What follows belongs to an exercise in optimizing a design on an open flow for small area, a short achievable clock period and few clock cycles; a production flow would make more cautious choices. Only simulation tests tie the RTL to the original design; equivalence was not proved.

==> flow/design.v, too long to show whole: its modules and the start of the top module <==
// module tx_path: 94 lines
// module tx_rnd_u: 311 lines
// module tx_rnd_w: 311 lines
// module rx_path: 179 lines
// module rx_sign: 2705 lines
// module dpsk_modem: 51 lines
module dpsk_modem (
  input  logic        clk,
  input  logic        rst_n,
  input  logic        cfg_qpsk,      
  input  logic        cfg_bypass,    
  input  logic        tx_in_valid,
  output logic        tx_in_ready,
  input  logic [7:0]  tx_in_data,
  input  logic        tx_in_last,
  output logic        tx_out_valid,
  input  logic        tx_out_ready,
  output logic [31:0] tx_out_data,
  output logic        tx_out_last,
  input  logic        rx_in_valid,
  output logic        rx_in_ready,
  input  logic [31:0] rx_in_data,
  input  logic        rx_in_last,
  output logic        rx_out_valid,
  input  logic        rx_out_ready,
  output logic [7:0]  rx_out_data,
  output logic        rx_out_last
);
  // ...
==> flow/flow/run.sh <==
#!/bin/bash
set -e
cd "$(dirname "$0")/.."
export SETUP_SLACK_MARGIN=${SETUP_SLACK_MARGIN:-8.0}
bash standard.sh > standard.log 2>&1
==> flow/standard.sh <==
#!/bin/bash
# synth_recipe.tcl (not shown) runs the flow's synth.tcl, then flattens the netlist and writes it again
# the make line also repeats each setting of config.mk as NAME=value (left out here)
make -C /OpenROAD-flow-scripts/flow DESIGN_CONFIG=/design/flow/config.mk WORK_HOME=/design/flow/orfs CLKGATE_MAP_FILE= SYNTH_SCRIPT=/design/flow/synth_recipe.tcl "${@:-finish}"
==> flow/config.mk <==
export PLATFORM = sky130hd
export DESIGN_NAME = dpsk_modem
export DESIGN_NICKNAME = dpsk_modem
export VERILOG_FILES = /design/flow/design.v
export SDC_FILE = /design/flow/constraint.sdc
export NUM_CORES = 4
export LEC_CHECK = 0
export ABC_AREA = 1
export CAP_MARGIN = 20
export CORE_MARGIN = 2
export CORE_UTILIZATION = 40
export SLEW_MARGIN = 20
==> flow/constraint.sdc <==
create_clock -name core_clock -period 14.0 [get_ports {clk}]
set_input_delay 2.8000 -clock core_clock [delete_from_list [all_inputs] [get_ports {clk}]]
set_output_delay 2.8000 -clock core_clock [all_outputs]
set_load 0.01 [all_outputs]
==> impl.org, run 1 <==
** Yosys
- Number of storage elements in the synthesis netlist :: 166
- Of the total synthesized cell area, the portion taken by full adders, half adders and majority gates is 0.3606.
- In the synthesized netlist the dominant register cell turns out to be sky130_fd_sc_hd__dfrtp_1.
- Cell types with the largest area share after synthesis :: sky130_fd_sc_hd__fa_1 (28%), sky130_fd_sc_hd__xor2_1 (12%), sky130_fd_sc_hd__inv_1 (8.7%)
- Number of enable-type register cells in the synthesized netlist :: 32
- The share of synthesized area in the top cell type comes to 0.2816.

** Timing
- Share of the cycle needed by the critical path after routing :: 0.4381
- Remaining max-slew budget at the tightest pin :: 0.3191
- Setup violations remaining at the end of the flow were counted as 0.

** Placement
- Dpl cells :: 6,289
- The HPWL after detailed placement is 106.8 mm.
- The count of buffers added on input and output ports is 95.

** Final layout
- Comb_multi_in :: 3,639
- After layout, the clock buffer instance count stands at 17.
- There are 166 flip-flops and latches.

** Min path
- The worst hold path belongs to the class flip-flop to flip-flop.
- The path with the worst hold slack has its endpoint at u_rx.v1.

** Run status
- Run status :: complete, no violations

** Route
- Average wire per cell in the routed design :: 24.31 um

** GRT
- Met3 GRT Util :: 0.08092
- For met2 alone, demand over resource in global routing was 0.4416.
- Met1 track utilization from global routing :: 0.4248
- In the global route stage, overall resource usage came out at 0.3018.

** Clocking
- The number of gates resized after CTS was 342.
- Clock sinks :: 166
- Number of buffers inserted during clock tree synthesis :: 17

** Floorplanning
- During I/O placement, the number of pins put on the boundary was 96.
- The die is 321.7 um wide.

** Setup path
- Kind of end point of the critical path :: flip-flop
- Count of cells along the worst register-to-register path :: 30
- The worst register-to-register path begins at u_rx.pIo[3].
- Required time worst endpoint :: 14.25 ns
Testbench counts, summed over its fixed seeds: cycles 2,336.
==> module tx_path, before the edit <==
module tx_path (
  input  logic        clk,
  input  logic        rst_n,
  input  logic        qpsk,          
  input  logic        in_valid,
  output logic        in_ready,
  input  logic [7:0]  in_data,
  input  logic        in_last,
  output logic        out_valid,
  input  logic        out_ready,
  output logic [31:0] out_data,
  output logic        out_last
);
  logic [7:0] cur;
  logic [3:0] ccnt;                    
  logic       clast;
  logic [7:0] nxt;
  logic       nv, nlast;
  logic signed [15:0] pI, pQ;
  logic               ov, olast;
  assign in_ready  = ~nv;
  assign out_valid = ov;
  assign out_data  = {pI, pQ};
  assign out_last  = olast;
  logic adv, cur_free, acc;
  assign adv      = (ccnt != 4'd0) & (~ov | out_ready);
  assign cur_free = (ccnt == 4'd0) | (adv & (ccnt == 4'd1));
  assign acc      = in_valid & ~nv;
  logic b0, b1;
  assign b0 = cur[0];
  assign b1 = cur[1];
  logic [15:0] ru, rnu, rw, rnw;
  tx_rnd_u u_ru (.pI(pI), .pQ(pQ), .r(ru), .rn(rnu));
  tx_rnd_w u_rw (.pI(pI), .pQ(pQ), .r(rw), .rn(rnw));
  logic signed [15:0] nI, nQ;
  always_comb begin
    if (qpsk) begin
      case ({b1, b0})
        2'b00: begin nI = rw;  nQ = ru;  end
        2'b01: begin nI = rnu; nQ = rw;  end
        2'b11: begin nI = rnw; nQ = rnu; end
        default: begin nI = ru; nQ = rnw; end
      endcase
    end else begin
      nI = b0 ? (pI ^ 16'hfffe) : pI;
      nQ = pQ;
    end
  end
  always_ff @(posedge clk or negedge rst_n) begin
    if (!rst_n) begin
      pI    <= 16'sd32767;
      pQ    <= 16'sd0;
      ov    <= 1'b0;
      olast <= 1'b0;
      ccnt  <= 4'd0;
      clast <= 1'b0;
      nv    <= 1'b0;
      nlast <= 1'b0;
    end else begin
      if (adv) begin
        pI    <= nI;
        pQ    <= nQ;
        ov    <= 1'b1;
        olast <= clast & (ccnt == 4'd1);
      end else if (out_ready) begin
        ov    <= 1'b0;
      end
      if (cur_free) begin
        if (nv) begin
          ccnt  <= qpsk ? 4'd4 : 4'd8;
          clast <= nlast;
        end else if (acc) begin
          ccnt  <= qpsk ? 4'd4 : 4'd8;
          clast <= in_last;
        end else begin
          ccnt  <= 4'd0;
        end
      end else if (adv) begin
        ccnt <= ccnt - 4'd1;
      end
      if (cur_free & nv) nv <= 1'b0;
      else if (acc & ~cur_free) begin
        nv    <= 1'b1;
        nlast <= in_last;
      end
    end
  end
  always_ff @(posedge clk) begin
    if (cur_free & nv)       cur <= nxt;
    else if (cur_free & acc) cur <= in_data;
    else if (adv)            cur <= qpsk ? {2'b00, cur[7:2]} : {1'b0, cur[7:1]};
    if (acc & ~cur_free) nxt <= in_data;
  end
endmodule
==> module tx_rnd_u, before the edit <==
module tx_rnd_u (
  input  logic [15:0] pI, pQ,
  output logic [15:0] r,
  output logic [15:0] rn
);
  wire [17:0] x = {{2{pI[15]}}, pI} + {{2{pQ[15]}}, pQ};
  wire sat_p = $signed(x) >= 18'sd46342;
  wire sat_n = $signed(x) <= -18'sd46342;
  wire t_h0, t_k0;
  assign t_h0 = 1'b1 ^ x[13];
  assign t_k0 = 1'b1 & x[13];
  wire t_s0, t_c0;
  assign t_s0 = 1'b1 ^ x[14] ^ x[8];
  assign t_c0 = (1'b1 & x[14]) | (1'b1 & x[8]) | (x[14] & x[8]);
  wire t_s1, t_c1;
  assign t_s1 = 1'b1 ^ x[15] ^ x[9];
  assign t_c1 = (1'b1 & x[15]) | (1'b1 & x[9]) | (x[15] & x[9]);
  wire t_s2, t_c2;
  assign t_s2 = 1'b1 ^ x[16] ^ x[10];
  assign t_c2 = (1'b1 & x[16]) | (1'b1 & x[10]) | (x[16] & x[10]);
  wire t_h1, t_k1;
  assign t_h1 = ~x[17] ^ x[11];
  assign t_k1 = ~x[17] & x[11];
  wire t_h2, t_k2;
  assign t_h2 = 1'b1 ^ x[12];
  assign t_k2 = 1'b1 & x[12];
  wire t_h3, t_k3;
  assign t_h3 = 1'b1 ^ x[13];
  assign t_k3 = 1'b1 & x[13];
  wire t_h4, t_k4;
  assign t_h4 = 1'b1 ^ x[14];
  assign t_k4 = 1'b1 & x[14];
  wire t_h5, t_k5;
  assign t_h5 = 1'b1 ^ x[15];
  assign t_k5 = 1'b1 & x[15];
  wire t_h6, t_k6;
  assign t_h6 = 1'b1 ^ x[16];
  assign t_k6 = 1'b1 & x[16];
  wire t_h7, t_k7;
  assign t_h7 = x[11] ^ x[5];
  assign t_k7 = x[11] & x[5];
  wire t_s3, t_c3;
  assign t_s3 = x[12] ^ x[6] ^ x[4];
  assign t_c3 = (x[12] & x[6]) | (x[12] & x[4]) | (x[6] & x[4]);
  wire t_s4, t_c4;
  assign t_s4 = x[7] ^ x[5] ^ x[3];
  assign t_c4 = (x[7] & x[5]) | (x[7] & x[3]) | (x[5] & x[3]);
  wire t_h8, t_k8;
  assign t_h8 = x[2] ^ x[0];
  assign t_k8 = x[2] & x[0];
  wire t_s5, t_c5;
  assign t_s5 = x[6] ^ x[4] ^ x[3];
  assign t_c5 = (x[6] & x[4]) | (x[6] & x[3]) | (x[4] & x[3]);
  wire t_s6, t_c6;
  assign t_s6 = x[1] ^ t_k0 ^ t_s0;
  assign t_c6 = (x[1] & t_k0) | (x[1] & t_s0) | (t_k0 & t_s0);
  wire t_s7, t_c7;
  assign t_s7 = x[7] ^ x[5] ^ x[4];
  assign t_c7 = (x[7] & x[5]) | (x[7] & x[4]) | (x[5] & x[4]);
  wire t_s8, t_c8;
  assign t_s8 = x[2] ^ t_c0 ^ t_s1;
  assign t_c8 = (x[2] & t_c0) | (x[2] & t_s1) | (t_c0 & t_s1);
  wire t_s9, t_c9;
  assign t_s9 = x[8] ^ x[6] ^ x[5];
  assign t_c9 = (x[8] & x[6]) | (x[8] & x[5]) | (x[6] & x[5]);
  wire t_s10, t_c10;
  assign t_s10 = x[3] ^ t_c1 ^ t_s2;
  assign t_c10 = (x[3] & t_c1) | (x[3] & t_s2) | (t_c1 & t_s2);
  wire t_s11, t_c11;
  assign t_s11 = x[9] ^ x[7] ^ x[6];
  assign t_c11 = (x[9] & x[7]) | (x[9] & x[6]) | (x[7] & x[6]);
  wire t_s12, t_c12;
  assign t_s12 = x[4] ^ t_h1 ^ t_c2;
  assign t_c12 = (x[4] & t_h1) | (x[4] & t_c2) | (t_h1 & t_c2);
  wire t_s13, t_c13;
  assign t_s13 = x[10] ^ x[8] ^ x[7];
  assign t_c13 = (x[10] & x[8]) | (x[10] & x[7]) | (x[8] & x[7]);
  wire t_s14, t_c14;
  assign t_s14 = x[5] ^ t_k1 ^ t_h2;
  assign t_c14 = (x[5] & t_k1) | (x[5] & t_h2) | (t_k1 & t_h2);
  wire t_s15, t_c15;
  assign t_s15 = x[11] ^ x[9] ^ x[8];
  assign t_c15 = (x[11] & x[9]) | (x[11] & x[8]) | (x[9] & x[8]);
  wire t_s16, t_c16;
  assign t_s16 = x[6] ^ t_k2 ^ t_h3;
  assign t_c16 = (x[6] & t_k2) | (x[6] & t_h3) | (t_k2 & t_h3);
  wire t_s17, t_c17;
  assign t_s17 = x[12] ^ x[10] ^ x[9];
  assign t_c17 = (x[12] & x[10]) | (x[12] & x[9]) | (x[10] & x[9]);
  wire t_s18, t_c18;
  assign t_s18 = x[7] ^ t_k3 ^ t_h4;
  assign t_c18 = (x[7] & t_k3) | (x[7] & t_h4) | (t_k3 & t_h4);
  wire t_s19, t_c19;
  assign t_s19 = x[13] ^ x[11] ^ x[10];
  assign t_c19 = (x[13] & x[11]) | (x[13] & x[10]) | (x[11] & x[10]);
  wire t_s20, t_c20;
  assign t_s20 = x[8] ^ t_k4 ^ t_h5;
  assign t_c20 = (x[8] & t_k4) | (x[8] & t_h5) | (t_k4 & t_h5);
  wire t_s21, t_c21;
  assign t_s21 = x[14] ^ x[12] ^ x[11];
  assign t_c21 = (x[14] & x[12]) | (x[14] & x[11]) | (x[12] & x[11]);
  wire t_s22, t_c22;
  assign t_s22 = x[9] ^ t_k5 ^ t_h6;
  assign t_c22 = (x[9] & t_k5) | (x[9] & t_h6) | (t_k5 & t_h6);
  wire t_s23, t_c23;
  assign t_s23 = ~x[17] ^ x[15] ^ x[13];
  assign t_c23 = (~x[17] & x[15]) | (~x[17] & x[13]) | (x[15] & x[13]);
  wire t_s24, t_c24;
  assign t_s24 = x[12] ^ x[10] ^ t_k6;
  assign t_c24 = (x[12] & x[10]) | (x[12] & t_k6) | (x[10] & t_k6);
  wire t_s25, t_c25;
  assign t_s25 = 1'b1 ^ x[16] ^ x[14];
  assign t_c25 = (1'b1 & x[16]) | (1'b1 & x[14]) | (x[16] & x[14]);
  wire t_h9, t_k9;
  assign t_h9 = x[13] ^ x[11];
  assign t_k9 = x[13] & x[11];
  wire t_s26, t_c26;
  assign t_s26 = ~x[17] ^ x[15] ^ x[14];
  assign t_c26 = (~x[17] & x[15]) | (~x[17] & x[14]) | (x[15] & x[14]);
  wire t_h10, t_k10;
  assign t_h10 = 1'b1 ^ x[16];
  assign t_k10 = 1'b1 & x[16];
  wire t_h11, t_k11;
  assign t_h11 = x[10] ^ x[4];
  assign t_k11 = x[10] & x[4];
  wire t_s27, t_c27;
  assign t_s27 = x[3] ^ x[1] ^ x[0];
  assign t_c27 = (x[3] & x[1]) | (x[3] & x[0]) | (x[1] & x[0]);
  wire t_s28, t_c28;
  assign t_s28 = x[2] ^ x[1] ^ t_k7;
  assign t_c28 = (x[2] & x[1]) | (x[2] & t_k7) | (x[1] & t_k7);
  wire t_s29, t_c29;
  assign t_s29 = t_h8 ^ t_h0 ^ t_c3;
  assign t_c29 = (t_h8 & t_h0) | (t_h8 & t_c3) | (t_h0 & t_c3);
  wire t_s30, t_c30;
  assign t_s30 = t_k8 ^ t_c4 ^ t_s5;
  assign t_c30 = (t_k8 & t_c4) | (t_k8 & t_s5) | (t_c4 & t_s5);
  wire t_s31, t_c31;
  assign t_s31 = t_c5 ^ t_s7 ^ t_c6;
  assign t_c31 = (t_c5 & t_s7) | (t_c5 & t_c6) | (t_s7 & t_c6);
  wire t_s32, t_c32;
  assign t_s32 = t_c7 ^ t_s9 ^ t_c8;
  assign t_c32 = (t_c7 & t_s9) | (t_c7 & t_c8) | (t_s9 & t_c8);
  wire t_s33, t_c33;
  assign t_s33 = t_c9 ^ t_s11 ^ t_c10;
  assign t_c33 = (t_c9 & t_s11) | (t_c9 & t_c10) | (t_s11 & t_c10);
  wire t_s34, t_c34;
  assign t_s34 = t_c11 ^ t_s13 ^ t_s14;
  assign t_c34 = (t_c11 & t_s13) | (t_c11 & t_s14) | (t_s13 & t_s14);
  wire t_s35, t_c35;
  assign t_s35 = t_c13 ^ t_s15 ^ t_c14;
  assign t_c35 = (t_c13 & t_s15) | (t_c13 & t_c14) | (t_s15 & t_c14);
  wire t_s36, t_c36;
  assign t_s36 = t_c15 ^ t_s17 ^ t_c16;
  assign t_c36 = (t_c15 & t_s17) | (t_c15 & t_c16) | (t_s17 & t_c16);
  wire t_s37, t_c37;
  assign t_s37 = t_c17 ^ t_s19 ^ t_c18;
  assign t_c37 = (t_c17 & t_s19) | (t_c17 & t_c18) | (t_s19 & t_c18);
  wire t_s38, t_c38;
  assign t_s38 = t_c19 ^ t_s21 ^ t_c20;
  assign t_c38 = (t_c19 & t_s21) | (t_c19 & t_c20) | (t_s21 & t_c20);
  wire t_s39, t_c39;
  assign t_s39 = t_c21 ^ t_s23 ^ t_s24;
  assign t_c39 = (t_c21 & t_s23) | (t_c21 & t_s24) | (t_s23 & t_s24);
  wire t_s40, t_c40;
  assign t_s40 = t_h9 ^ t_c23 ^ t_s25;
  assign t_c40 = (t_h9 & t_c23) | (t_h9 & t_s25) | (t_c23 & t_s25);
  wire t_s41, t_c41;
  assign t_s41 = x[12] ^ t_k9 ^ t_c25;
  assign t_c41 = (x[12] & t_k9) | (x[12] & t_c25) | (t_k9 & t_c25);
  wire t_s42, t_c42;
  assign t_s42 = x[15] ^ x[13] ^ t_h10;
  assign t_c42 = (x[15] & x[13]) | (x[15] & t_h10) | (x[13] & t_h10);
  wire t_s43, t_c43;
  assign t_s43 = ~x[17] ^ x[16] ^ x[14];
  assign t_c43 = (~x[17] & x[16]) | (~x[17] & x[14]) | (x[16] & x[14]);
  wire t_h12, t_k12;
  assign t_h12 = x[8] ^ x[2];
  assign t_k12 = x[8] & x[2];
  wire t_s44, t_c44;
  assign t_s44 = x[9] ^ x[3] ^ x[1];
  assign t_c44 = (x[9] & x[3]) | (x[9] & x[1]) | (x[3] & x[1]);
  wire t_s45, t_c45;
  assign t_s45 = x[2] ^ x[0] ^ t_h11;
  assign t_c45 = (x[2] & x[0]) | (x[2] & t_h11) | (x[0] & t_h11);
  wire t_s46, t_c46;
  assign t_s46 = t_k11 ^ t_h7 ^ t_s27;
  assign t_c46 = (t_k11 & t_h7) | (t_k11 & t_s27) | (t_h7 & t_s27);
  wire t_s47, t_c47;
  assign t_s47 = t_c27 ^ t_s3 ^ t_s28;
  assign t_c47 = (t_c27 & t_s3) | (t_c27 & t_s28) | (t_s3 & t_s28);
  wire t_s48, t_c48;
  assign t_s48 = t_s4 ^ t_c28 ^ t_s29;
  assign t_c48 = (t_s4 & t_c28) | (t_s4 & t_s29) | (t_c28 & t_s29);
  wire t_s49, t_c49;
  assign t_s49 = t_c29 ^ t_s30 ^ t_s6;
  assign t_c49 = (t_c29 & t_s30) | (t_c29 & t_s6) | (t_s30 & t_s6);
  wire t_s50, t_c50;
  assign t_s50 = t_c30 ^ t_s8 ^ t_s31;
  assign t_c50 = (t_c30 & t_s8) | (t_c30 & t_s31) | (t_s8 & t_s31);
  wire t_s51, t_c51;
  assign t_s51 = t_s10 ^ t_c31 ^ t_s32;
  assign t_c51 = (t_s10 & t_c31) | (t_s10 & t_s32) | (t_c31 & t_s32);
  wire t_s52, t_c52;
  assign t_s52 = t_s12 ^ t_c32 ^ t_s33;
  assign t_c52 = (t_s12 & t_c32) | (t_s12 & t_s33) | (t_c32 & t_s33);
  wire t_s53, t_c53;
  assign t_s53 = t_c12 ^ t_s34 ^ t_c33;
  assign t_c53 = (t_c12 & t_s34) | (t_c12 & t_c33) | (t_s34 & t_c33);
  wire t_s54, t_c54;
  assign t_s54 = t_s16 ^ t_c34 ^ t_s35;
  assign t_c54 = (t_s16 & t_c34) | (t_s16 & t_s35) | (t_c34 & t_s35);
  wire t_s55, t_c55;
  assign t_s55 = t_s18 ^ t_c35 ^ t_s36;
  assign t_c55 = (t_s18 & t_c35) | (t_s18 & t_s36) | (t_c35 & t_s36);
  wire t_s56, t_c56;
  assign t_s56 = t_s20 ^ t_c36 ^ t_s37;
  assign t_c56 = (t_s20 & t_c36) | (t_s20 & t_s37) | (t_c36 & t_s37);
  wire t_s57, t_c57;
  assign t_s57 = t_s22 ^ t_c37 ^ t_s38;
  assign t_c57 = (t_s22 & t_c37) | (t_s22 & t_s38) | (t_c37 & t_s38);
  wire t_s58, t_c58;
  assign t_s58 = t_c22 ^ t_c38 ^ t_s39;
  assign t_c58 = (t_c22 & t_c38) | (t_c22 & t_s39) | (t_c38 & t_s39);
  wire t_s59, t_c59;
  assign t_s59 = t_c24 ^ t_s40 ^ t_c39;
  assign t_c59 = (t_c24 & t_s40) | (t_c24 & t_c39) | (t_s40 & t_c39);
  wire t_s60, t_c60;
  assign t_s60 = t_s26 ^ t_c40 ^ t_s41;
  assign t_c60 = (t_s26 & t_c40) | (t_s26 & t_s41) | (t_c40 & t_s41);
  wire t_s61, t_c61;
  assign t_s61 = t_c26 ^ t_s42 ^ t_c41;
  assign t_c61 = (t_c26 & t_s42) | (t_c26 & t_c41) | (t_s42 & t_c41);
  wire t_s62, t_c62;
  assign t_s62 = t_k10 ^ t_s43 ^ t_c42;
  assign t_c62 = (t_k10 & t_s43) | (t_k10 & t_c42) | (t_s43 & t_c42);
  wire t_s63, t_c63;
  assign t_s63 = ~x[17] ^ x[15] ^ t_c43;
  assign t_c63 = (~x[17] & x[15]) | (~x[17] & t_c43) | (x[15] & t_c43);
  wire t_h13, t_k13;
  assign t_h13 = 1'b1 ^ x[16];
  assign t_k13 = 1'b1 & x[16];
  wire t_s64, t_c64;
  assign t_s64 = t_c48 ^ t_s49 ^ ~x[17];
  assign t_c64 = (t_c48 & t_s49) | (t_c48 & ~x[17]) | (t_s49 & ~x[17]);
  wire t_h14, t_k14;
  assign t_h14 = t_c49 ^ t_s50;
  assign t_k14 = t_c49 & t_s50;
  wire t_h15, t_k15;
  assign t_h15 = t_c50 ^ t_s51;
  assign t_k15 = t_c50 & t_s51;
  wire t_h16, t_k16;
  assign t_h16 = t_c51 ^ t_s52;
  assign t_k16 = t_c51 & t_s52;
  wire t_h17, t_k17;
  assign t_h17 = t_c52 ^ t_s53;
  assign t_k17 = t_c52 & t_s53;
  wire t_h18, t_k18;
  assign t_h18 = t_c53 ^ t_s54;
  assign t_k18 = t_c53 & t_s54;
  wire t_h19, t_k19;
  assign t_h19 = t_c54 ^ t_s55;
  assign t_k19 = t_c54 & t_s55;
  wire t_h20, t_k20;
  assign t_h20 = t_c55 ^ t_s56;
  assign t_k20 = t_c55 & t_s56;
  wire t_h21, t_k21;
  assign t_h21 = t_c56 ^ t_s57;
  assign t_k21 = t_c56 & t_s57;
  wire t_h22, t_k22;
  assign t_h22 = t_c57 ^ t_s58;
  assign t_k22 = t_c57 & t_s58;
  wire t_h23, t_k23;
  assign t_h23 = t_c58 ^ t_s59;
  assign t_k23 = t_c58 & t_s59;
  wire t_h24, t_k24;
  assign t_h24 = t_c59 ^ t_s60;
  assign t_k24 = t_c59 & t_s60;
  wire t_h25, t_k25;
  assign t_h25 = t_c60 ^ t_s61;
  assign t_k25 = t_c60 & t_s61;
  wire t_h26, t_k26;
  assign t_h26 = t_c61 ^ t_s62;
  assign t_k26 = t_c61 & t_s62;
  wire t_h27, t_k27;
  assign t_h27 = t_c62 ^ t_s63;
  assign t_k27 = t_c62 & t_s63;
  wire t_h28, t_k28;
  assign t_h28 = t_c63 ^ t_h13;
  assign t_k28 = t_c63 & t_h13;
  wire [29:0] ta = {t_k27, t_k26, t_k25, t_k24, t_k23, t_k22, t_k21, t_k20, t_k19, t_k18, t_k17, t_k16, t_k15, t_k14, t_c64, t_s64, t_c47, t_c46, t_c45, t_c44, t_k12, t_h12, x[7], x[6], x[5], x[4], x[3], x[2], x[1], x[0]};
  wire [29:0] tb = {t_h28, t_h27, t_h26, t_h25, t_h24, t_h23, t_h22, t_h21, t_h20, t_h19, t_h18, t_h17, t_h16, t_h15, t_h14, 1'b0, t_s48, t_s47, t_s46, t_s45, t_s44, x[0], x[1], x[0], 1'b0, 1'b0, 1'b0, 1'b0, 1'b0, 1'b0};
  wire [29:0] T = ta + tb;
  assign r = sat_p ? 16'h7fff : sat_n ? 16'h8000 : T[29:14];
  logic [15:0] c;
  logic       ex;
  always_comb begin
    ex = (x[13:0] == 14'h2000);
    case (x[17:14])
      4'd0: c = 16'he95f;
      4'd1: c = 16'hbc1e;
      4'd2: c = 16'h8edd;
      4'd13: c = 16'h7123;
      4'd14: c = 16'h43e2;
      4'd15: c = 16'h16a1;
      default: begin c = 16'h0000; ex = 1'b0; end
    endcase
    if (x == 18'd0) begin c = 16'h0000; ex = 1'b1; end
  end
  assign rn = ex ? c : ~r;
endmodule
==> module tx_rnd_w, before the edit <==
module tx_rnd_w (
  input  logic [15:0] pI, pQ,
  output logic [15:0] r,
  output logic [15:0] rn
);
  wire [17:0] x = {{2{pI[15]}}, pI} - {{2{pQ[15]}}, pQ};
  wire sat_p = $signed(x) >= 18'sd46342;
  wire sat_n = $signed(x) <= -18'sd46342;
  wire t_h0, t_k0;
  assign t_h0 = 1'b1 ^ x[13];
  assign t_k0 = 1'b1 & x[13];
  wire t_s0, t_c0;
  assign t_s0 = 1'b1 ^ x[14] ^ x[8];
  assign t_c0 = (1'b1 & x[14]) | (1'b1 & x[8]) | (x[14] & x[8]);
  wire t_s1, t_c1;
  assign t_s1 = 1'b1 ^ x[15] ^ x[9];
  assign t_c1 = (1'b1 & x[15]) | (1'b1 & x[9]) | (x[15] & x[9]);
  wire t_s2, t_c2;
  assign t_s2 = 1'b1 ^ x[16] ^ x[10];
  assign t_c2 = (1'b1 & x[16]) | (1'b1 & x[10]) | (x[16] & x[10]);
  wire t_h1, t_k1;
  assign t_h1 = ~x[17] ^ x[11];
  assign t_k1 = ~x[17] & x[11];
  wire t_h2, t_k2;
  assign t_h2 = 1'b1 ^ x[12];
  assign t_k2 = 1'b1 & x[12];
  wire t_h3, t_k3;
  assign t_h3 = 1'b1 ^ x[13];
  assign t_k3 = 1'b1 & x[13];
  wire t_h4, t_k4;
  assign t_h4 = 1'b1 ^ x[14];
  assign t_k4 = 1'b1 & x[14];
  wire t_h5, t_k5;
  assign t_h5 = 1'b1 ^ x[15];
  assign t_k5 = 1'b1 & x[15];
  wire t_h6, t_k6;
  assign t_h6 = 1'b1 ^ x[16];
  assign t_k6 = 1'b1 & x[16];
  wire t_h7, t_k7;
  assign t_h7 = x[11] ^ x[5];
  assign t_k7 = x[11] & x[5];
  wire t_s3, t_c3;
  assign t_s3 = x[12] ^ x[6] ^ x[4];
  assign t_c3 = (x[12] & x[6]) | (x[12] & x[4]) | (x[6] & x[4]);
  wire t_s4, t_c4;
  assign t_s4 = x[7] ^ x[5] ^ x[3];
  assign t_c4 = (x[7] & x[5]) | (x[7] & x[3]) | (x[5] & x[3]);
  wire t_h8, t_k8;
  assign t_h8 = x[2] ^ x[0];
  assign t_k8 = x[2] & x[0];
  wire t_s5, t_c5;
  assign t_s5 = x[6] ^ x[4] ^ x[3];
  assign t_c5 = (x[6] & x[4]) | (x[6] & x[3]) | (x[4] & x[3]);
  wire t_s6, t_c6;
  assign t_s6 = x[1] ^ t_k0 ^ t_s0;
  assign t_c6 = (x[1] & t_k0) | (x[1] & t_s0) | (t_k0 & t_s0);
  wire t_s7, t_c7;
  assign t_s7 = x[7] ^ x[5] ^ x[4];
  assign t_c7 = (x[7] & x[5]) | (x[7] & x[4]) | (x[5] & x[4]);
  wire t_s8, t_c8;
  assign t_s8 = x[2] ^ t_c0 ^ t_s1;
  assign t_c8 = (x[2] & t_c0) | (x[2] & t_s1) | (t_c0 & t_s1);
  wire t_s9, t_c9;
  assign t_s9 = x[8] ^ x[6] ^ x[5];
  assign t_c9 = (x[8] & x[6]) | (x[8] & x[5]) | (x[6] & x[5]);
  wire t_s10, t_c10;
  assign t_s10 = x[3] ^ t_c1 ^ t_s2;
  assign t_c10 = (x[3] & t_c1) | (x[3] & t_s2) | (t_c1 & t_s2);
  wire t_s11, t_c11;
  assign t_s11 = x[9] ^ x[7] ^ x[6];
  assign t_c11 = (x[9] & x[7]) | (x[9] & x[6]) | (x[7] & x[6]);
  wire t_s12, t_c12;
  assign t_s12 = x[4] ^ t_h1 ^ t_c2;
  assign t_c12 = (x[4] & t_h1) | (x[4] & t_c2) | (t_h1 & t_c2);
  wire t_s13, t_c13;
  assign t_s13 = x[10] ^ x[8] ^ x[7];
  assign t_c13 = (x[10] & x[8]) | (x[10] & x[7]) | (x[8] & x[7]);
  wire t_s14, t_c14;
  assign t_s14 = x[5] ^ t_k1 ^ t_h2;
  assign t_c14 = (x[5] & t_k1) | (x[5] & t_h2) | (t_k1 & t_h2);
  wire t_s15, t_c15;
  assign t_s15 = x[11] ^ x[9] ^ x[8];
  assign t_c15 = (x[11] & x[9]) | (x[11] & x[8]) | (x[9] & x[8]);
  wire t_s16, t_c16;
  assign t_s16 = x[6] ^ t_k2 ^ t_h3;
  assign t_c16 = (x[6] & t_k2) | (x[6] & t_h3) | (t_k2 & t_h3);
  wire t_s17, t_c17;
  assign t_s17 = x[12] ^ x[10] ^ x[9];
  assign t_c17 = (x[12] & x[10]) | (x[12] & x[9]) | (x[10] & x[9]);
  wire t_s18, t_c18;
  assign t_s18 = x[7] ^ t_k3 ^ t_h4;
  assign t_c18 = (x[7] & t_k3) | (x[7] & t_h4) | (t_k3 & t_h4);
  wire t_s19, t_c19;
  assign t_s19 = x[13] ^ x[11] ^ x[10];
  assign t_c19 = (x[13] & x[11]) | (x[13] & x[10]) | (x[11] & x[10]);
  wire t_s20, t_c20;
  assign t_s20 = x[8] ^ t_k4 ^ t_h5;
  assign t_c20 = (x[8] & t_k4) | (x[8] & t_h5) | (t_k4 & t_h5);
  wire t_s21, t_c21;
  assign t_s21 = x[14] ^ x[12] ^ x[11];
  assign t_c21 = (x[14] & x[12]) | (x[14] & x[11]) | (x[12] & x[11]);
  wire t_s22, t_c22;
  assign t_s22 = x[9] ^ t_k5 ^ t_h6;
  assign t_c22 = (x[9] & t_k5) | (x[9] & t_h6) | (t_k5 & t_h6);
  wire t_s23, t_c23;
  assign t_s23 = ~x[17] ^ x[15] ^ x[13];
  assign t_c23 = (~x[17] & x[15]) | (~x[17] & x[13]) | (x[15] & x[13]);
  wire t_s24, t_c24;
  assign t_s24 = x[12] ^ x[10] ^ t_k6;
  assign t_c24 = (x[12] & x[10]) | (x[12] & t_k6) | (x[10] & t_k6);
  wire t_s25, t_c25;
  assign t_s25 = 1'b1 ^ x[16] ^ x[14];
  assign t_c25 = (1'b1 & x[16]) | (1'b1 & x[14]) | (x[16] & x[14]);
  wire t_h9, t_k9;
  assign t_h9 = x[13] ^ x[11];
  assign t_k9 = x[13] & x[11];
  wire t_s26, t_c26;
  assign t_s26 = ~x[17] ^ x[15] ^ x[14];
  assign t_c26 = (~x[17] & x[15]) | (~x[17] & x[14]) | (x[15] & x[14]);
  wire t_h10, t_k10;
  assign t_h10 = 1'b1 ^ x[16];
  assign t_k10 = 1'b1 & x[16];
  wire t_h11, t_k11;
  assign t_h11 = x[10] ^ x[4];
  assign t_k11 = x[10] & x[4];
  wire t_s27, t_c27;
  assign t_s27 = x[3] ^ x[1] ^ x[0];
  assign t_c27 = (x[3] & x[1]) | (x[3] & x[0]) | (x[1] & x[0]);
  wire t_s28, t_c28;
  assign t_s28 = x[2] ^ x[1] ^ t_k7;
  assign t_c28 = (x[2] & x[1]) | (x[2] & t_k7) | (x[1] & t_k7);
  wire t_s29, t_c29;
  assign t_s29 = t_h8 ^ t_h0 ^ t_c3;
  assign t_c29 = (t_h8 & t_h0) | (t_h8 & t_c3) | (t_h0 & t_c3);
  wire t_s30, t_c30;
  assign t_s30 = t_k8 ^ t_c4 ^ t_s5;
  assign t_c30 = (t_k8 & t_c4) | (t_k8 & t_s5) | (t_c4 & t_s5);
  wire t_s31, t_c31;
  assign t_s31 = t_c5 ^ t_s7 ^ t_c6;
  assign t_c31 = (t_c5 & t_s7) | (t_c5 & t_c6) | (t_s7 & t_c6);
  wire t_s32, t_c32;
  assign t_s32 = t_c7 ^ t_s9 ^ t_c8;
  assign t_c32 = (t_c7 & t_s9) | (t_c7 & t_c8) | (t_s9 & t_c8);
  wire t_s33, t_c33;
  assign t_s33 = t_c9 ^ t_s11 ^ t_c10;
  assign t_c33 = (t_c9 & t_s11) | (t_c9 & t_c10) | (t_s11 & t_c10);
  wire t_s34, t_c34;
  assign t_s34 = t_c11 ^ t_s13 ^ t_s14;
  assign t_c34 = (t_c11 & t_s13) | (t_c11 & t_s14) | (t_s13 & t_s14);
  wire t_s35, t_c35;
  assign t_s35 = t_c13 ^ t_s15 ^ t_c14;
  assign t_c35 = (t_c13 & t_s15) | (t_c13 & t_c14) | (t_s15 & t_c14);
  wire t_s36, t_c36;
  assign t_s36 = t_c15 ^ t_s17 ^ t_c16;
  assign t_c36 = (t_c15 & t_s17) | (t_c15 & t_c16) | (t_s17 & t_c16);
  wire t_s37, t_c37;
  assign t_s37 = t_c17 ^ t_s19 ^ t_c18;
  assign t_c37 = (t_c17 & t_s19) | (t_c17 & t_c18) | (t_s19 & t_c18);
  wire t_s38, t_c38;
  assign t_s38 = t_c19 ^ t_s21 ^ t_c20;
  assign t_c38 = (t_c19 & t_s21) | (t_c19 & t_c20) | (t_s21 & t_c20);
  wire t_s39, t_c39;
  assign t_s39 = t_c21 ^ t_s23 ^ t_s24;
  assign t_c39 = (t_c21 & t_s23) | (t_c21 & t_s24) | (t_s23 & t_s24);
  wire t_s40, t_c40;
  assign t_s40 = t_h9 ^ t_c23 ^ t_s25;
  assign t_c40 = (t_h9 & t_c23) | (t_h9 & t_s25) | (t_c23 & t_s25);
  wire t_s41, t_c41;
  assign t_s41 = x[12] ^ t_k9 ^ t_c25;
  assign t_c41 = (x[12] & t_k9) | (x[12] & t_c25) | (t_k9 & t_c25);
  wire t_s42, t_c42;
  assign t_s42 = x[15] ^ x[13] ^ t_h10;
  assign t_c42 = (x[15] & x[13]) | (x[15] & t_h10) | (x[13] & t_h10);
  wire t_s43, t_c43;
  assign t_s43 = ~x[17] ^ x[16] ^ x[14];
  assign t_c43 = (~x[17] & x[16]) | (~x[17] & x[14]) | (x[16] & x[14]);
  wire t_h12, t_k12;
  assign t_h12 = x[8] ^ x[2];
  assign t_k12 = x[8] & x[2];
  wire t_s44, t_c44;
  assign t_s44 = x[9] ^ x[3] ^ x[1];
  assign t_c44 = (x[9] & x[3]) | (x[9] & x[1]) | (x[3] & x[1]);
  wire t_s45, t_c45;
  assign t_s45 = x[2] ^ x[0] ^ t_h11;
  assign t_c45 = (x[2] & x[0]) | (x[2] & t_h11) | (x[0] & t_h11);
  wire t_s46, t_c46;
  assign t_s46 = t_k11 ^ t_h7 ^ t_s27;
  assign t_c46 = (t_k11 & t_h7) | (t_k11 & t_s27) | (t_h7 & t_s27);
  wire t_s47, t_c47;
  assign t_s47 = t_c27 ^ t_s3 ^ t_s28;
  assign t_c47 = (t_c27 & t_s3) | (t_c27 & t_s28) | (t_s3 & t_s28);
  wire t_s48, t_c48;
  assign t_s48 = t_s4 ^ t_c28 ^ t_s29;
  assign t_c48 = (t_s4 & t_c28) | (t_s4 & t_s29) | (t_c28 & t_s29);
  wire t_s49, t_c49;
  assign t_s49 = t_c29 ^ t_s30 ^ t_s6;
  assign t_c49 = (t_c29 & t_s30) | (t_c29 & t_s6) | (t_s30 & t_s6);
  wire t_s50, t_c50;
  assign t_s50 = t_c30 ^ t_s8 ^ t_s31;
  assign t_c50 = (t_c30 & t_s8) | (t_c30 & t_s31) | (t_s8 & t_s31);
  wire t_s51, t_c51;
  assign t_s51 = t_s10 ^ t_c31 ^ t_s32;
  assign t_c51 = (t_s10 & t_c31) | (t_s10 & t_s32) | (t_c31 & t_s32);
  wire t_s52, t_c52;
  assign t_s52 = t_s12 ^ t_c32 ^ t_s33;
  assign t_c52 = (t_s12 & t_c32) | (t_s12 & t_s33) | (t_c32 & t_s33);
  wire t_s53, t_c53;
  assign t_s53 = t_c12 ^ t_s34 ^ t_c33;
  assign t_c53 = (t_c12 & t_s34) | (t_c12 & t_c33) | (t_s34 & t_c33);
  wire t_s54, t_c54;
  assign t_s54 = t_s16 ^ t_c34 ^ t_s35;
  assign t_c54 = (t_s16 & t_c34) | (t_s16 & t_s35) | (t_c34 & t_s35);
  wire t_s55, t_c55;
  assign t_s55 = t_s18 ^ t_c35 ^ t_s36;
  assign t_c55 = (t_s18 & t_c35) | (t_s18 & t_s36) | (t_c35 & t_s36);
  wire t_s56, t_c56;
  assign t_s56 = t_s20 ^ t_c36 ^ t_s37;
  assign t_c56 = (t_s20 & t_c36) | (t_s20 & t_s37) | (t_c36 & t_s37);
  wire t_s57, t_c57;
  assign t_s57 = t_s22 ^ t_c37 ^ t_s38;
  assign t_c57 = (t_s22 & t_c37) | (t_s22 & t_s38) | (t_c37 & t_s38);
  wire t_s58, t_c58;
  assign t_s58 = t_c22 ^ t_c38 ^ t_s39;
  assign t_c58 = (t_c22 & t_c38) | (t_c22 & t_s39) | (t_c38 & t_s39);
  wire t_s59, t_c59;
  assign t_s59 = t_c24 ^ t_s40 ^ t_c39;
  assign t_c59 = (t_c24 & t_s40) | (t_c24 & t_c39) | (t_s40 & t_c39);
  wire t_s60, t_c60;
  assign t_s60 = t_s26 ^ t_c40 ^ t_s41;
  assign t_c60 = (t_s26 & t_c40) | (t_s26 & t_s41) | (t_c40 & t_s41);
  wire t_s61, t_c61;
  assign t_s61 = t_c26 ^ t_s42 ^ t_c41;
  assign t_c61 = (t_c26 & t_s42) | (t_c26 & t_c41) | (t_s42 & t_c41);
  wire t_s62, t_c62;
  assign t_s62 = t_k10 ^ t_s43 ^ t_c42;
  assign t_c62 = (t_k10 & t_s43) | (t_k10 & t_c42) | (t_s43 & t_c42);
  wire t_s63, t_c63;
  assign t_s63 = ~x[17] ^ x[15] ^ t_c43;
  assign t_c63 = (~x[17] & x[15]) | (~x[17] & t_c43) | (x[15] & t_c43);
  wire t_h13, t_k13;
  assign t_h13 = 1'b1 ^ x[16];
  assign t_k13 = 1'b1 & x[16];
  wire t_s64, t_c64;
  assign t_s64 = t_c48 ^ t_s49 ^ ~x[17];
  assign t_c64 = (t_c48 & t_s49) | (t_c48 & ~x[17]) | (t_s49 & ~x[17]);
  wire t_h14, t_k14;
  assign t_h14 = t_c49 ^ t_s50;
  assign t_k14 = t_c49 & t_s50;
  wire t_h15, t_k15;
  assign t_h15 = t_c50 ^ t_s51;
  assign t_k15 = t_c50 & t_s51;
  wire t_h16, t_k16;
  assign t_h16 = t_c51 ^ t_s52;
  assign t_k16 = t_c51 & t_s52;
  wire t_h17, t_k17;
  assign t_h17 = t_c52 ^ t_s53;
  assign t_k17 = t_c52 & t_s53;
  wire t_h18, t_k18;
  assign t_h18 = t_c53 ^ t_s54;
  assign t_k18 = t_c53 & t_s54;
  wire t_h19, t_k19;
  assign t_h19 = t_c54 ^ t_s55;
  assign t_k19 = t_c54 & t_s55;
  wire t_h20, t_k20;
  assign t_h20 = t_c55 ^ t_s56;
  assign t_k20 = t_c55 & t_s56;
  wire t_h21, t_k21;
  assign t_h21 = t_c56 ^ t_s57;
  assign t_k21 = t_c56 & t_s57;
  wire t_h22, t_k22;
  assign t_h22 = t_c57 ^ t_s58;
  assign t_k22 = t_c57 & t_s58;
  wire t_h23, t_k23;
  assign t_h23 = t_c58 ^ t_s59;
  assign t_k23 = t_c58 & t_s59;
  wire t_h24, t_k24;
  assign t_h24 = t_c59 ^ t_s60;
  assign t_k24 = t_c59 & t_s60;
  wire t_h25, t_k25;
  assign t_h25 = t_c60 ^ t_s61;
  assign t_k25 = t_c60 & t_s61;
  wire t_h26, t_k26;
  assign t_h26 = t_c61 ^ t_s62;
  assign t_k26 = t_c61 & t_s62;
  wire t_h27, t_k27;
  assign t_h27 = t_c62 ^ t_s63;
  assign t_k27 = t_c62 & t_s63;
  wire t_h28, t_k28;
  assign t_h28 = t_c63 ^ t_h13;
  assign t_k28 = t_c63 & t_h13;
  wire [29:0] ta = {t_k27, t_k26, t_k25, t_k24, t_k23, t_k22, t_k21, t_k20, t_k19, t_k18, t_k17, t_k16, t_k15, t_k14, t_c64, t_s64, t_c47, t_c46, t_c45, t_c44, t_k12, t_h12, x[7], x[6], x[5], x[4], x[3], x[2], x[1], x[0]};
  wire [29:0] tb = {t_h28, t_h27, t_h26, t_h25, t_h24, t_h23, t_h22, t_h21, t_h20, t_h19, t_h18, t_h17, t_h16, t_h15, t_h14, 1'b0, t_s48, t_s47, t_s46, t_s45, t_s44, x[0], x[1], x[0], 1'b0, 1'b0, 1'b0, 1'b0, 1'b0, 1'b0};
  wire [29:0] T = ta + tb;
  assign r = sat_p ? 16'h7fff : sat_n ? 16'h8000 : T[29:14];
  logic [15:0] c;
  logic       ex;
  always_comb begin
    ex = (x[13:0] == 14'h2000);
    case (x[17:14])
      4'd0: c = 16'he95f;
      4'd1: c = 16'hbc1e;
      4'd2: c = 16'h8edd;
      4'd13: c = 16'h7123;
      4'd14: c = 16'h43e2;
      4'd15: c = 16'h16a1;
      default: begin c = 16'h0000; ex = 1'b0; end
    endcase
    if (x == 18'd0) begin c = 16'h0000; ex = 1'b1; end
  end
  assign rn = ex ? c : ~r;
endmodule
==> inputs of run 2 (changes only) <==
--- a/flow/design.v
+++ b/flow/design.v
@@ -31,20 +31,29 @@
   assign b0 = cur[0];
   assign b1 = cur[1];
-  logic [15:0] ru, rnu, rw, rnw;
-  tx_rnd_u u_ru (.pI(pI), .pQ(pQ), .r(ru), .rn(rnu));
-  tx_rnd_w u_rw (.pI(pI), .pQ(pQ), .r(rw), .rn(rnw));
+  logic [15:0] tu, su, cu, tw, sw, cw;
+  logic        fu, xu, fw, xw;
+  tx_rnd_u u_ru (.pI(pI), .pQ(pQ), .t(tu), .sat(fu), .sv(su), .ex(xu), .c(cu));
+  tx_rnd_w u_rw (.pI(pI), .pQ(pQ), .t(tw), .sat(fw), .sv(sw), .ex(xw), .c(cw));
+  logic        uI, iI, uQ, iQ, fI, fQ;
+  logic [15:0] FI, FQ;
   logic signed [15:0] nI, nQ;
   always_comb begin
+    uI = b1 ^ b0;
+    iI = b0;
+    uQ = ~(b1 ^ b0);
+    iQ = b1;
     if (qpsk) begin
-      case ({b1, b0})
-        2'b00: begin nI = rw;  nQ = ru;  end
-        2'b01: begin nI = rnu; nQ = rw;  end
-        2'b11: begin nI = rnw; nQ = rnu; end
-        default: begin nI = ru; nQ = rnw; end
-      endcase
+      fI = uI ? (fu | (iI & xu)) : (fw | (iI & xw));
+      FI = uI ? ((iI & xu) ? cu : (su ^ {16{iI}})) : ((iI & xw) ? cw : (sw ^ {16{iI}}));
+      fQ = uQ ? (fu | (iQ & xu)) : (fw | (iQ & xw));
+      FQ = uQ ? ((iQ & xu) ? cu : (su ^ {16{iQ}})) : ((iQ & xw) ? cw : (sw ^ {16{iQ}}));
     end else begin
-      nI = b0 ? (pI ^ 16'hfffe) : pI;
-      nQ = pQ;
+      fI = 1'b1;
+      FI = b0 ? (pI ^ 16'hfffe) : pI;
+      fQ = 1'b1;
+      FQ = pQ;
     end
+    nI = fI ? FI : ((uI ? tu : tw) ^ {16{iI}});
+    nQ = fQ ? FQ : ((uQ ? tu : tw) ^ {16{iQ}});
   end
   always_ff @(posedge clk or negedge rst_n) begin
@@ -96,6 +105,9 @@
 module tx_rnd_u (
   input  logic [15:0] pI, pQ,
-  output logic [15:0] r,
-  output logic [15:0] rn
+  output logic [15:0] t,        
+  output logic        sat,      
+  output logic [15:0] sv,       
+  output logic        ex,       
+  output logic [15:0] c
 );
   wire [17:0] x = {{2{pI[15]}}, pI} + {{2{pQ[15]}}, pQ};
@@ -387,7 +399,7 @@
   wire [29:0] tb = {t_h28, t_h27, t_h26, t_h25, t_h24, t_h23, t_h22, t_h21, t_h20, t_h19, t_h18, t_h17, t_h16, t_h15, t_h14, 1'b0, t_s48, t_s47, t_s46, t_s45, t_s44, x[0], x[1], x[0], 1'b0, 1'b0, 1'b0, 1'b0, 1'b0, 1'b0};
   wire [29:0] T = ta + tb;
-  assign r = sat_p ? 16'h7fff : sat_n ? 16'h8000 : T[29:14];
-  logic [15:0] c;
-  logic       ex;
+  assign t = T[29:14];
+  assign sat = sat_p | sat_n;
+  assign sv = sat_p ? 16'h7fff : 16'h8000;
   always_comb begin
     ex = (x[13:0] == 14'h2000);
@@ -403,10 +415,12 @@
     if (x == 18'd0) begin c = 16'h0000; ex = 1'b1; end
   end
-  assign rn = ex ? c : ~r;
 endmodule
 module tx_rnd_w (
   input  logic [15:0] pI, pQ,
-  output logic [15:0] r,
-  output logic [15:0] rn
+  output logic [15:0] t,        
+  output logic        sat,      
+  output logic [15:0] sv,       
+  output logic        ex,       
+  output logic [15:0] c
 );
   wire [17:0] x = {{2{pI[15]}}, pI} - {{2{pQ[15]}}, pQ};
@@ -698,7 +712,7 @@
   wire [29:0] tb = {t_h28, t_h27, t_h26, t_h25, t_h24, t_h23, t_h22, t_h21, t_h20, t_h19, t_h18, t_h17, t_h16, t_h15, t_h14, 1'b0, t_s48, t_s47, t_s46, t_s45, t_s44, x[0], x[1], x[0], 1'b0, 1'b0, 1'b0, 1'b0, 1'b0, 1'b0};
   wire [29:0] T = ta + tb;
-  assign r = sat_p ? 16'h7fff : sat_n ? 16'h8000 : T[29:14];
-  logic [15:0] c;
-  logic       ex;
+  assign t = T[29:14];
+  assign sat = sat_p | sat_n;
+  assign sv = sat_p ? 16'h7fff : 16'h8000;
   always_comb begin
     ex = (x[13:0] == 14'h2000);
@@ -714,5 +728,4 @@
     if (x == 18'd0) begin c = 16'h0000; ex = 1'b1; end
   end
-  assign rn = ex ? c : ~r;
 endmodule
 `timescale 1ns/1ps
==> flow/flow/run.sh (replaced) <==
#!/bin/bash
set -e
cd "$(dirname "$0")/.."
export SETUP_SLACK_MARGIN=${SETUP_SLACK_MARGIN:-7.5}
bash standard.sh > standard.log 2>&1
==> run 2 against run 1 <==
Synthesized area decreased by 1.1%. Highest routed layer unchanged. Die area is 1.1% lower. Critical path depth down 1. Register-to-register slack got worse by 0.14 ns. Routed wire length decreased by 2.9%. Clock skew rose by 0.0061 ns. Core utilization decreased by 3.0 points. Fmax is 2.2% lower. Sequential share of layout area rose by 0.67 points. Worst setup slack worse by 0.14 ns. Worst hold slack better by 0.0033 ns.
==> impl.org, run 2 <==
** Final layout
- The commonest non-fill, non-tap cell in the layout is sky130_fd_sc_hd__inv_1 (unchanged).
- The layout cell share with drive strength beyond 1 was 0.1048 (was 0.1922).
- Most frequent cells in the layout: sky130_fd_sc_hd__inv_1 (798), sky130_fd_sc_hd__nand2_1 (742), sky130_fd_sc_hd__fa_1 (570) (was sky130_fd_sc_hd__inv_1 (866), sky130_fd_sc_hd__xor2_1 (559), sky130_fd_sc_hd__nand2_1 (549)).
- The post-route core utilization is 0.4496 (was 0.4793).
- Layout fillers :: 9,906 (was 9,761)
- Relative area change from synthesis to final layout :: 11.15% (was 18.88%)
- Final nets :: 5,914 (was 6,057)

** Yosys
- Warning count from the yosys run :: 5 (unchanged)
- The average instance area after synthesis came to 7.923 sq um (was 7.917 sq um).
- The total nets after synthesis came to 5,918 (was 5,973).
- The area fraction of the dominant cell type after synthesis is 0.2878 (was 0.2816).
- Cell types with the largest area share after synthesis: sky130_fd_sc_hd__fa_1 (29%), sky130_fd_sc_hd__xor2_1 (12%), sky130_fd_sc_hd__ha_1 (8.0%) (was sky130_fd_sc_hd__fa_1 (28%), sky130_fd_sc_hd__xor2_1 (12%), sky130_fd_sc_hd__inv_1 (8.7%)).
- Post-synthesis instance area :: 39,930 sq um (was 40,380 sq um)
- Leading cell type by number of instances after synthesis :: sky130_fd_sc_hd__inv_1 (unchanged)
- Most used DFF post-synth :: sky130_fd_sc_hd__dfrtp_1 (unchanged)
- The number of different library cells in the post-synthesis netlist came to 68 (was 72).
- Most frequent cells after synthesis: sky130_fd_sc_hd__inv_1 (821), sky130_fd_sc_hd__nand2_1 (776), sky130_fd_sc_hd__fa_1 (574) (was sky130_fd_sc_hd__inv_1 (934), sky130_fd_sc_hd__nand2_1 (675), sky130_fd_sc_hd__xor2_1 (575)).
- The flip-flop and latch count after synthesis was 166 (unchanged).
- Number of enable-type register cells in the synthesized netlist :: 32 (unchanged)
- The largest area contributor in the netlist is sky130_fd_sc_hd__fa_1 (unchanged).
- Synth async-reset ratio :: 0.6024 (unchanged)
- The sequential area share after synthesis was 0.1046 (was 0.1034).
- Gate count after technology mapping :: 5,039 (was 5,100)

** GRT
- Antenna violations before repair :: 6 (was 2)
- The via count of the first global-routing pass came to 36,880 (was 37,270).
- Maximum number of pins on one net before global-route repair :: 78 (was 70)
- Grt total ovfl :: 0 (unchanged)
- Global-route wire length before repair :: 230.5 mm (was 236.0 mm)
- The global router's overall resource usage was 0.2976 (was 0.3018).

** Route
- The detailed-route via count came to 37,110 (was 37,880).
- The met3 wire length came to 19.91 mm (was 19.35 mm).
- Remaining routing DRC violations :: 0 (unchanged)
- Average wire per cell in the routed design :: 24.22 um (was 24.31 um)
- The via count normalized by instance count is 5.856 (was 5.830).
- Post-Route M1 WL :: 61.68 mm (was 64.36 mm)
- DRT iter0 DRCs :: 4,195 (was 4,438)
- The routed length on met2 was 64.40 mm (was 67.26 mm).
- The first-pass iteration count of the detailed router was 6 (was 9).
- The routed wire length is 153.5 mm (was 158.0 mm).
- The highest signal layer in the routed design is met5 (unchanged).
- The number of routed nets with antenna violations is 0 (unchanged).

** Setup path
- Required time worst endpoint :: 14.26 ns (was 14.25 ns)
- Maximum cell stage delay along the critical path :: 0.51 ns (was 0.57 ns)
- CP max stage cell :: sky130_fd_sc_hd__dfrtp_2 (was sky130_fd_sc_hd__fa_1)
- Kind of end point of the critical path :: flip-flop (unchanged)
- Most common cell on crit path :: sky130_fd_sc_hd__nand2_1
- The reg-to-reg startpoint is u_rx.pIo[4] (was u_rx.pIo[3]).
- Crit Path Max Fanout :: 30 (was 3)
- The kind of start point of the critical path is a flip-flop (unchanged).
- The classification of the worst setup path is flip-flop to flip-flop (unchanged).
- The origin of the worst setup path was u_rx.pIo[4] (was u_rx.pIo[3]).
- Worst EP arrival :: 6.54 ns (was 6.39 ns)

** Floorplanning
- Top-Level Pins :: 96 (unchanged)
- The horizontal die dimension came to 319.9 um (was 321.7 um).
- The total die area was 102,400 sq um (was 103,500 sq um).
- Starting density of the core :: 0.4045 (was 0.4032)
- The number of rows in the core area was 115 (was 116).
- Die extent in y :: 319.9 um (was 321.7 um)
- The core box area was 98,710 sq um (was 100,100 sq um).

** Timing
- Final Max Slew Viols :: 0 (unchanged)
- The hold violation count in the final report came to 0 (unchanged).
- Slew of the pin with the lowest slew margin :: 0.9448 ns (was 1.015 ns)
- RSZ-0062 raised after global routing :: true (unchanged)
- Remaining max-slew budget at the tightest pin :: 0.3662 (was 0.3191)
- The highest clock frequency the design can meet came to 159.4 MHz (was 163.0 MHz).
- Final critical-path required period :: 6.274 ns (was 6.134 ns)
- The clock skew after layout came to 0.02186 ns (was 0.01579 ns).
- Share of the cycle needed by the critical path after routing :: 0.4482 (was 0.4381)
- Final setup violating endpoints :: 0 (unchanged)
- Post-route setup TNS :: 0 ns (unchanged)

** Clocking
- The number of hold-repair buffers added at the cts stage was 0 (unchanged).
- The largest buffer count on any clock path is 2 (unchanged).
- Level count of the clock H-tree :: 4 (unchanged)
- CTS clock-pin slew for the worst setup and hold paths :: 0.09 ns (about the same)
- The clock net sink count was 166 (unchanged).
- Number of buffers inserted during clock tree synthesis :: 17 (unchanged)
- The buffer cell driving the clock tree root is sky130_fd_sc_hd__clkbuf_16 (unchanged).
- CTS tree :: built (unchanged)
- The later-pin clock latency in the skew report came to 0.50 ns (was 0.49 ns).

** Min path
- The beginning of the worst hold path was u_rx.rdy (unchanged).
- The type of the most critical hold path was flip-flop to flip-flop (unchanged).

** Run status
- Run status :: complete, no violations (unchanged)

** Flow run
- The max-capacitance violation count is 0 (unchanged).

** Placement
- The count of input and output buffers came to 95 (unchanged).
- The routability-driven placement congestion ratio was 1.002 (was 0.9649).
- Placed wire-length estimate after detailed placement :: 107.2 mm (was 106.8 mm)
-- run 2: stage by stage --
step | instance area, sq um | setup WS (ns) | hold slack, ns | instances
floorplan | 39930 | 7.997 | 0.4539 | 5039
global placement | 42080 | 6.730 | 0.4690 | 6219
detailed placement | 42080 | 6.748 | 0.4632 | 6219
CTS | 42950 | 7.506 | 0.4778 | 6263
global route | 44380 | 7.451 | 0.4925 | 6337
finish | 44380 | 7.726 | 0.4795 | 6337
-- run 2: repair_timing --
item / 4_1_cts / 5_1_grt
setup buffers: 12 / 71
resized for setup: 47 / 210
pin swaps: 3 / 33
gates cloned: 0 / 1
endpoints found under the setup margin: 32 / 34
-- run 2: layout make-up --
type	count	area (sq um)	share of cell area
diodes	2	5.005	0.0001128
clock buffers	17	425.4	0.009586
clock inverters	15	173.9	0.003919
inverters	880	3401	0.07663
multi-input cells	3683	32000	0.7211
flip-flops and latches	166	4223	0.09516
well taps	1287	1610	0.03629
repair buffers	287	2540	0.05724
-- run 2: cells by family after synthesis --
logic type	synth area share
compound gates	0.1347
flops	0.1046
buf+inv	0.1138
simple gates	0.1495
fa+ha+maj	0.3677
xor+xnor	0.1297
-- run 2: final timing paths --
check	slack [ns]	end	cells past startpoint
setup / recovery	7.73	u_rx.pk[7]	29
hold / removal	0.48	u_rx.v1	2
setup reg to reg	7.73	u_rx.pk[7]	29
hold reg to reg	0.48	u_rx.v1	2
max in group asynchronous	10.38	u_rx.pIn[7]	2
min in group asynchronous	2.32	u_rx.v1	1
-- run 2: metal layers --
layer | track usage | up-vias
met1 | 0.4027 | 17960
met5 | 0 | -
li1 | - | 16170
met4 | 0.1160 | 8
met2 | 0.4418 | 2474
met3 | 0.09416 | 500
-- run 2: critical path, delay by kind of cell (launching register included) --
kind	cells	cell delay [ns]
AOI/OAI and AO/OA	1	0.16
xor gates and xnor gates	1	0.19
DFF	1	0.51
adders and majority gates	7	3.01
and+or+nand+nor	14	1.35
buffers and inverters	6	0.81
Testbench counts of run 2, summed over its fixed seeds: cycles 2,336.
==> inputs of run 3 (changes only) <==
--- a/flow/design.v
+++ b/flow/design.v
@@ -16,9 +16,6 @@
   logic [3:0] ccnt;                    
   logic       clast;
-  logic [7:0] nxt;
-  logic       nv, nlast;
   logic signed [15:0] pI, pQ;
   logic               ov, olast;
-  assign in_ready  = ~nv;
   assign out_valid = ov;
   assign out_data  = {pI, pQ};
@@ -27,5 +24,6 @@
   assign adv      = (ccnt != 4'd0) & (~ov | out_ready);
   assign cur_free = (ccnt == 4'd0) | (adv & (ccnt == 4'd1));
-  assign acc      = in_valid & ~nv;
+  assign acc      = in_valid & cur_free;
+  assign in_ready = cur_free;
   logic b0, b1;
   assign b0 = cur[0];
@@ -65,6 +63,4 @@
       ccnt  <= 4'd0;
       clast <= 1'b0;
-      nv    <= 1'b0;
-      nlast <= 1'b0;
     end else begin
       if (adv) begin
@@ -76,29 +72,17 @@
         ov    <= 1'b0;
       end
-      if (cur_free) begin
-        if (nv) begin
-          ccnt  <= qpsk ? 4'd4 : 4'd8;
-          clast <= nlast;
-        end else if (acc) begin
-          ccnt  <= qpsk ? 4'd4 : 4'd8;
-          clast <= in_last;
-        end else begin
-          ccnt  <= 4'd0;
-        end
+      if (acc) begin
+        ccnt  <= qpsk ? 4'd4 : 4'd8;
+        clast <= in_last;
+      end else if (cur_free) begin
+        ccnt  <= 4'd0;
       end else if (adv) begin
         ccnt <= ccnt - 4'd1;
       end
-      if (cur_free & nv) nv <= 1'b0;
-      else if (acc & ~cur_free) begin
-        nv    <= 1'b1;
-        nlast <= in_last;
-      end
     end
   end
   always_ff @(posedge clk) begin
-    if (cur_free & nv)       cur <= nxt;
-    else if (cur_free & acc) cur <= in_data;
-    else if (adv)            cur <= qpsk ? {2'b00, cur[7:2]} : {1'b0, cur[7:1]};
-    if (acc & ~cur_free) nxt <= in_data;
+    if (acc)      cur <= in_data;
+    else if (adv) cur <= qpsk ? {2'b00, cur[7:2]} : {1'b0, cur[7:1]};
   end
 endmodule
==> run 3 against run 2 <==
Worst hold slack improved by 0.026 ns. First-iteration DRC count rose by 8.0%. Global-route usage rose by 0.59 points. Sequential cell count fell by 10. Non-clock buffer count rose by 10. Synthesized cell count fell by 0.75%. Final cell count fell by 0.36%. Via count barely moved. Register-to-register slack got worse by 0.03 ns. Count of clock-buffer cells in the layout did not move.
==> impl.org, run 3 <==
** Setup path
- Classification of the worst setup path :: input pin to primary output (was flip-flop to flip-flop)
- Worst EP arrival :: 3.54 ns (was 6.54 ns)
- Kind of end point of the critical path :: primary output (was flip-flop)

** Placement
- Count of buffers inserted at the top-level ports :: 95 (unchanged)
- Dpl cells :: 6,185 (was 6,219)
- The total cell area at the placement stage is 41,570 sq um (was 42,080 sq um).
- The HPWL after detailed placement is 108.9 mm (was 107.2 mm).

** Timing
- The clock skew after layout is 0.03023 ns (was 0.02186 ns).
- Post-route setup TNS :: 0 ns (unchanged)
- Final critical-path required period :: 6.339 ns (was 6.274 ns)
- The worst slew slack as a fraction of its limit is 0.4028 (was 0.3662).
- The post-route clock period utilization is 0.4528 (was 0.4482).
- Slew of the pin with the lowest slew margin :: 0.8945 ns (was 0.9448 ns)
- The hold violation count in the final report was 0 (unchanged).
- Final setup violating endpoints :: 0 (unchanged)

** Yosys
- The largest area contributor in the netlist is sky130_fd_sc_hd__fa_1 (unchanged).
- Most used DFF post-synth :: sky130_fd_sc_hd__dfrtp_1 (unchanged)
- Post-Syn Area per Cell :: 7.879 sq um (was 7.923 sq um)
- The sequential area share after synthesis was 0.09863 (was 0.1046).
- The post-synthesis instance total is 5,001 (was 5,039).
- The most frequent cell after synthesis is sky130_fd_sc_hd__inv_1 (unchanged).
- Post-synthesis instance area :: 39,400 sq um (was 39,930 sq um)
- The flip-flop and latch count after synthesis is 156 (was 166).

** Route
- First-pass iteration count of the detailed router :: 8 (was 6)
- Count of nets left with antenna violations after detail routing :: 0 (unchanged)
- DRT iter0 DRCs :: 4,531 (was 4,195)
- Total Wirelength :: 155.9 mm (was 153.5 mm)

** Clocking
- The largest buffer count on any clock path came to 2 (unchanged).
- Level count of the clock H-tree :: 4 (unchanged)
- The clock tree from TritonCTS is built (unchanged).
- The clock net sink count was 156 (was 166).
- Number of buffers inserted during clock tree synthesis :: 17 (unchanged)
- Number of buffers inserted by hold repair at cts :: 0 (unchanged)

** Final layout
- Commonest non-fill, non-tap cell in the layout :: sky130_fd_sc_hd__inv_1 (unchanged)
- Most frequent cells in the layout: sky130_fd_sc_hd__inv_1 (798), sky130_fd_sc_hd__nand2_1 (740), sky130_fd_sc_hd__fa_1 (570) (was sky130_fd_sc_hd__inv_1 (798), sky130_fd_sc_hd__nand2_1 (742), sky130_fd_sc_hd__fa_1 (570)).
- The post-route core utilization was 0.4517 (was 0.4496).
- The layout cell share with drive strength beyond 1 came to 0.1134 (was 0.1048).

** Floorplanning
- Top-Level Pins :: 96 (unchanged)
- Cell Rows :: 115 (unchanged)
- Die Area :: 101,000 sq um (was 102,400 sq um)

** GRT
- The global router's overall resource usage is 0.3036 (was 0.2976).
- The via count of the first global-routing pass is 36,680 (was 36,880).
- Antenna violations before repair :: 5 (was 6)
- The sum of overflow across all layers after global routing is 0 (unchanged).
- Global-route wire length before repair :: 232.6 mm (was 230.5 mm)
- Maximum number of pins on one net before global-route repair :: 64 (was 78)

** Run status
- Run status: complete, no violations (unchanged).
## run 3: cell types whose count changed after synthesis, moves of 10 or more
cell,delta
sky130_fd_sc_hd__o211ai_1,-17
sky130_fd_sc_hd__inv_1,+12
sky130_fd_sc_hd__xor2_1,+12
sky130_fd_sc_hd__o21ai_0,-11
sky130_fd_sc_hd__nand2_1,-10
## run 3: area by class of cell
class | instances | area (sq um) | share of cell area
Multi-Input combinational cell | 3649 | 31950 | 0.7217
Tap cell | 1287 | 1610 | 0.03638
Sequential cell | 156 | 3946 | 0.08915
Inverter | 893 | 3488 | 0.07881
Clock inverter | 15 | 188.9 | 0.004268
Clock buffer | 17 | 425.4 | 0.009610
Timing Repair Buffer | 297 | 2660 | 0.06009
## run 3: final timing paths
| check | from | endpoint | slack [ns] | cells after the start |
|---|---|---|---|---|
| max | tx_out_ready | tx_in_ready | 7.66 | 6 |
| min | u_rx.rdy | u_rx.v1 | 0.51 | 2 |
| max reg2reg | u_tx.pI[13] | u_tx.pI[5] | 7.70 | 31 |
| min reg2reg | u_rx.rdy | u_rx.v1 | 0.51 | 2 |
| max in group asynchronous | rst_n | u_rx.v1 | 10.42 | 2 |
| min in group asynchronous | rst_n | u_tx.ov | 2.41 | 1 |
## run 3: worst max-delay path: stages
cell and delay, ns:
sky130_fd_sc_hd__dlygate4sd2_1 0.25, sky130_fd_sc_hd__nor2_2 0.14, sky130_fd_sc_hd__nor2_2 0.05, sky130_fd_sc_hd__nand2_1 0.09, sky130_fd_sc_hd__nand2_2 0.08, sky130_fd_sc_hd__buf_6 0.12
## run 3: metal layers
| layer | vias up | share of wire | global-route usage |
|---|---|---|---|
| met5 | - | 0.00042 | 0 |
| met3 | 534 | 0.13 | 0.08617 |
| met2 | 2492 | 0.42 | 0.4520 |
| li1 | 16050 | - | - |
| met4 | 10 | 0.057 | 0.1489 |
| met1 | 18020 | 0.39 | 0.4037 |
## run 3: kinds of logic (layout without fill, tap and decap cells)
| kind of cell | Yosys count | count (layout) | share of synthesized area |
|---|---|---|---|
| AOI/OAI and AO/OA | 867 | 867 | 0.1318 |
| xor gates and xnor gates | 591 | 591 | 0.1321 |
| adders and majority gates | 830 | 830 | 0.3729 |
| buffers and inverters | 1197 | 1222 | 0.1156 |
| DFF | 156 | 156 | 0.09863 |
| and+or+nand+nor | 1360 | 1361 | 0.1489 |
## run 3: through the flow
step | worst slack (ns) | hold slack [ns]
final | 7.661 | 0.5059
after global routing | 7.419 | 0.5377
after CTS | 7.459 | 0.5072
after detailed placement | 6.783 | 0.4934
after global placement | 6.767 | 0.4858
after floorplan | 7.983 | 0.4686
## run 3: what timing repair did
action	in CTS	in global routing
buffers inserted	24	72
pin swaps	12	16
resized for setup	86	254
endpoints found under the setup margin	32	34
cloned	1	0
Testbench counts of run 3, summed over its fixed seeds: cycles 2,336.

-- static timing again, ports no longer ideal --
The flow's constraints put no driver on any port. The routed layouts listed below were extracted and timed again, unchanged, in two steps. Step 1 assumes that a clkbuf_16 drives the clock port and a buf_2 every other input. Step 2, shift: input delay + t, output delay - t, t = (earliest + latest rising clock arrival at the registers) / 2. This alone moves slack from input paths to output paths. a / b / c = ideal / step 1 / step 2; a / b = the first two.
run | t, ns | setup WS [ns] | latest minus earliest clock arrival (ns) | slew at the worst register clock pin (ns) | worst slew at a driven data input, ns
run 1 | 0.552 | 7.866 / 7.866 / 7.866 | 0.019 / 0.019 | 0.09 / 0.09 | 0.11
run 2 | 0.542 | 7.726 / 7.726 / 7.726 | 0.023 / 0.023 | 0.09 / 0.09 | 0.09
run 3 | 0.542 | 7.661 / 7.645 / 7.645 | 0.031 / 0.031 | 0.09 / 0.09 | 0.08
After both steps every run listed still meets setup and hold. The setup slack of run 3, which loses most, moves by -0.016 ns with the drivers and by -0.016 ns with both steps.
